Source: an optimization exercise on an open RTL-to-GDS flow (aim: small area and a short achievable clock period). Production flows keep margins and buffers that such runs may drop.
Function was checked by simulation only, so behaviour that the tests miss may differ from the original.

Design matrix_multiplier, start of the top module:
module matrix_multiplier (
    input clk,
    input reset,
    input start,
    input [7:0] in,
    output reg [15:0] o,
    output reg done
);
Size: roughly 250 flip-flops.
==> flow/config.mk <==
export PLATFORM = sky130hd
export DESIGN_NAME = matrix_multiplier
export DESIGN_NICKNAME = matrix_multiplier
export VERILOG_FILES = /design/flow/design.v
export SDC_FILE = /design/flow/constraint.sdc
export NUM_CORES = 4
export LEC_CHECK = 0
export CAP_MARGIN = 20
export CORE_MARGIN = 2
export CORE_UTILIZATION = 40
export CTS_BUF_LIST = sky130_fd_sc_hd__clkbuf_8
export CTS_CLUSTER_DIAMETER = 60
export CTS_CLUSTER_SIZE = 20
export PLACE_DENSITY = 0.85
export SLEW_MARGIN = 20
export SYNTH_HIERARCHICAL = 1
export SYNTH_MINIMUM_KEEP_SIZE = 0
==> flow/constraint.sdc <==
create_clock -name core_clock -period 8.0 [get_ports {clk}]
set_input_delay 1.6000 -clock core_clock [delete_from_list [all_inputs] [get_ports {clk}]]
set_output_delay 1.6000 -clock core_clock [all_outputs]
set_load 0.01 [all_outputs]
standard.sh (not shown) runs the stock make flow with config.mk's settings and CLKGATE_MAP_FILE= SYNTH_SCRIPT=/design/flow/synth_recipe.tcl, a recipe that flattens the netlist after the stock synthesis.
==> flow/flow/run.sh <==
#!/bin/bash
# The standard layout flow with these changes in how the layout is made (the
# clock period and the constraints stay the design's): the ports are buffered
# with buf_2 cells, and clock tree synthesis adds no dummy loads. The make
# output goes to standard.log; each ORFS step keeps its own log under orfs/logs.
set -euo pipefail
bash standard.sh SETUP_SLACK_MARGIN=5 \
    "BUFFER_PORTS_ARGS=-buffer_cell sky130_fd_sc_hd__buf_2" \
    "CTS_ARGS=-sink_clustering_enable -repair_clock_nets -dont_use_dummy_load -buf_list sky130_fd_sc_hd__clkbuf_8 -sink_clustering_size 20 -sink_clustering_max_diameter 60" \
    finish > standard.log 2>&1
Next try:
--- a/flow/config.mk
+++ b/flow/config.mk
@@ -12,5 +12,5 @@
 export CTS_CLUSTER_DIAMETER = 60
 export CTS_CLUSTER_SIZE = 20
-export PLACE_DENSITY = 0.85
+export PLACE_DENSITY = 0.8
 export SLEW_MARGIN = 20
 export SYNTH_HIERARCHICAL = 1
Effect: Routed wire length shrinks by 0.90%. Worst setup slack degrades by 62 ps. Area after synthesis does not change. Non-clock buffer count does not change. Clock skew rose by 7.4 ps.
Next try:
--- a/flow/config.mk
+++ b/flow/config.mk
@@ -8,9 +8,9 @@
 export CAP_MARGIN = 20
 export CORE_MARGIN = 2
-export CORE_UTILIZATION = 40
+export CORE_UTILIZATION = 50
 export CTS_BUF_LIST = sky130_fd_sc_hd__clkbuf_8
 export CTS_CLUSTER_DIAMETER = 60
 export CTS_CLUSTER_SIZE = 20
-export PLACE_DENSITY = 0.8
+export PLACE_DENSITY = 0.7
 export SLEW_MARGIN = 20
 export SYNTH_HIERARCHICAL = 1
The new run passed the timing, DRC and antenna checks.
Final cell count went down by 7.5%.
Fmax went up by 2.0%.
Routed wire length went down by 2.6%.
Utilization went up by 10 points.
Hold slack stays flat.
Non-clock buffer count does not change.
Die area went down by 20%.
Flip-flop and latch count is unchanged.
Next try:
==> flow/flow/run.sh (replaced) <==
#!/bin/bash
# The standard layout flow with these changes in how the layout is made (the
# clock period and the constraints stay the design's): the ports are buffered
# with buf_1 cells, and clock tree synthesis adds no dummy loads. The make
# output goes to standard.log; each ORFS step keeps its own log under orfs/logs.
set -euo pipefail
bash standard.sh SETUP_SLACK_MARGIN=5 \
    "BUFFER_PORTS_ARGS=-buffer_cell sky130_fd_sc_hd__buf_1" \
    "CTS_ARGS=-sink_clustering_enable -repair_clock_nets -dont_use_dummy_load -buf_list sky130_fd_sc_hd__clkbuf_8 -sink_clustering_size 20 -sink_clustering_max_diameter 60" \
    finish > standard.log 2>&1
--- a/flow/config.mk
+++ b/flow/config.mk
@@ -8,8 +8,9 @@
 export CAP_MARGIN = 20
 export CORE_MARGIN = 2
-export CORE_UTILIZATION = 50
+export CORE_UTILIZATION = 40
 export CTS_BUF_LIST = sky130_fd_sc_hd__clkbuf_8
 export CTS_CLUSTER_DIAMETER = 60
 export CTS_CLUSTER_SIZE = 20
+export GPL_ROUTABILITY_DRIVEN = 0
 export PLACE_DENSITY = 0.7
 export SLEW_MARGIN = 20
Die area is higher by 24%.
Cell area is higher by 0.58%.
Routed wire length is higher by 0.88%.
Worst hold slack gets worse by 24 ps.
Register-to-register slack gets better by 30 ps.
Cell count is higher by 8.1%.
Non-clock buffer count does not change.
Sequential share of layout area is lower by 0.28 points.
Setup slack gets better by 29 ps.
Core utilization is lower by 10 points.
Next try:
==> flow/flow/run.sh (replaced) <==
#!/bin/bash
# The standard layout flow with these changes in how the layout is made (the
# clock period and the constraints stay the design's): the ports are buffered
# with buf_2 cells, and clock tree synthesis adds no dummy loads. The make
# output goes to standard.log; each ORFS step keeps its own log under orfs/logs.
set -euo pipefail
bash standard.sh SETUP_SLACK_MARGIN=5 \
    "BUFFER_PORTS_ARGS=-buffer_cell sky130_fd_sc_hd__buf_2" \
    "CTS_ARGS=-sink_clustering_enable -repair_clock_nets -dont_use_dummy_load -buf_list sky130_fd_sc_hd__clkbuf_8 -sink_clustering_size 20 -sink_clustering_max_diameter 60" \
    finish > standard.log 2>&1
Setup slack gets worse by 23 ps.
Routed wire length is lower by 0.43%.
Final cell count hardly moves.
First-iteration DRC count is lower by 25%.
Non-clock buffer count does not change.
Clock skew is lower by 35 ps.
Design area barely changes.
Next try:
--- a/flow/config.mk
+++ b/flow/config.mk
@@ -13,5 +13,5 @@
 export CTS_CLUSTER_SIZE = 20
 export GPL_ROUTABILITY_DRIVEN = 0
-export PLACE_DENSITY = 0.7
+export PLACE_DENSITY = 0.8
 export SLEW_MARGIN = 20
 export SYNTH_HIERARCHICAL = 1
Synthesized area stays the same. Flip-flop and latch count stays the same. Cell area barely changes. First-iteration DRC count rises by 44%. Setup slack is worse by 12 ps. Routed wire length rises by 0.86%.

==> static timing again, ports no longer ideal <==
In the flow no input, the clock included, has a driving cell. The finished layouts below were timed again as built, in two steps.
Step 1, drivers: a clkbuf_16 drives clk and a buf_2 each remaining input, both assumed.
Step 2 times the ports against the registers' clock, not the clock port: input delays grow and output delays shrink by t, the midpoint of the rising clock arrivals with the driver on.
Slacks: ideal ports / drivers / drivers and shift; pairs: ideal ports / drivers.
| run | t (ns) | slack for setup (ns) | hold WS [ns] | worst setup path after step 2 |
|---|---|---|---|---|
| the first run | 0.542 | 5.274 / 5.274 / 5.274 | 0.320 / 0.320 / 0.320 | register to register |
| the second run | 0.545 | 5.212 / 5.212 / 5.212 | 0.335 / 0.335 / 0.335 | register to register |
| the third run | 0.552 | 5.267 / 5.267 / 5.267 | 0.334 / 0.334 / 0.334 | register to register |
| the fourth run | 0.527 | 5.295 / 5.295 / 5.295 | 0.309 / 0.309 / 0.309 | register to register |
| the fifth run | 0.545 | 5.273 / 5.273 / 5.273 | 0.325 / 0.325 / 0.325 | register to register |
| the sixth run | 0.557 | 5.261 / 5.261 / 5.261 | 0.327 / 0.327 / 0.327 | register to register |
After both steps every run listed still meets setup and hold.
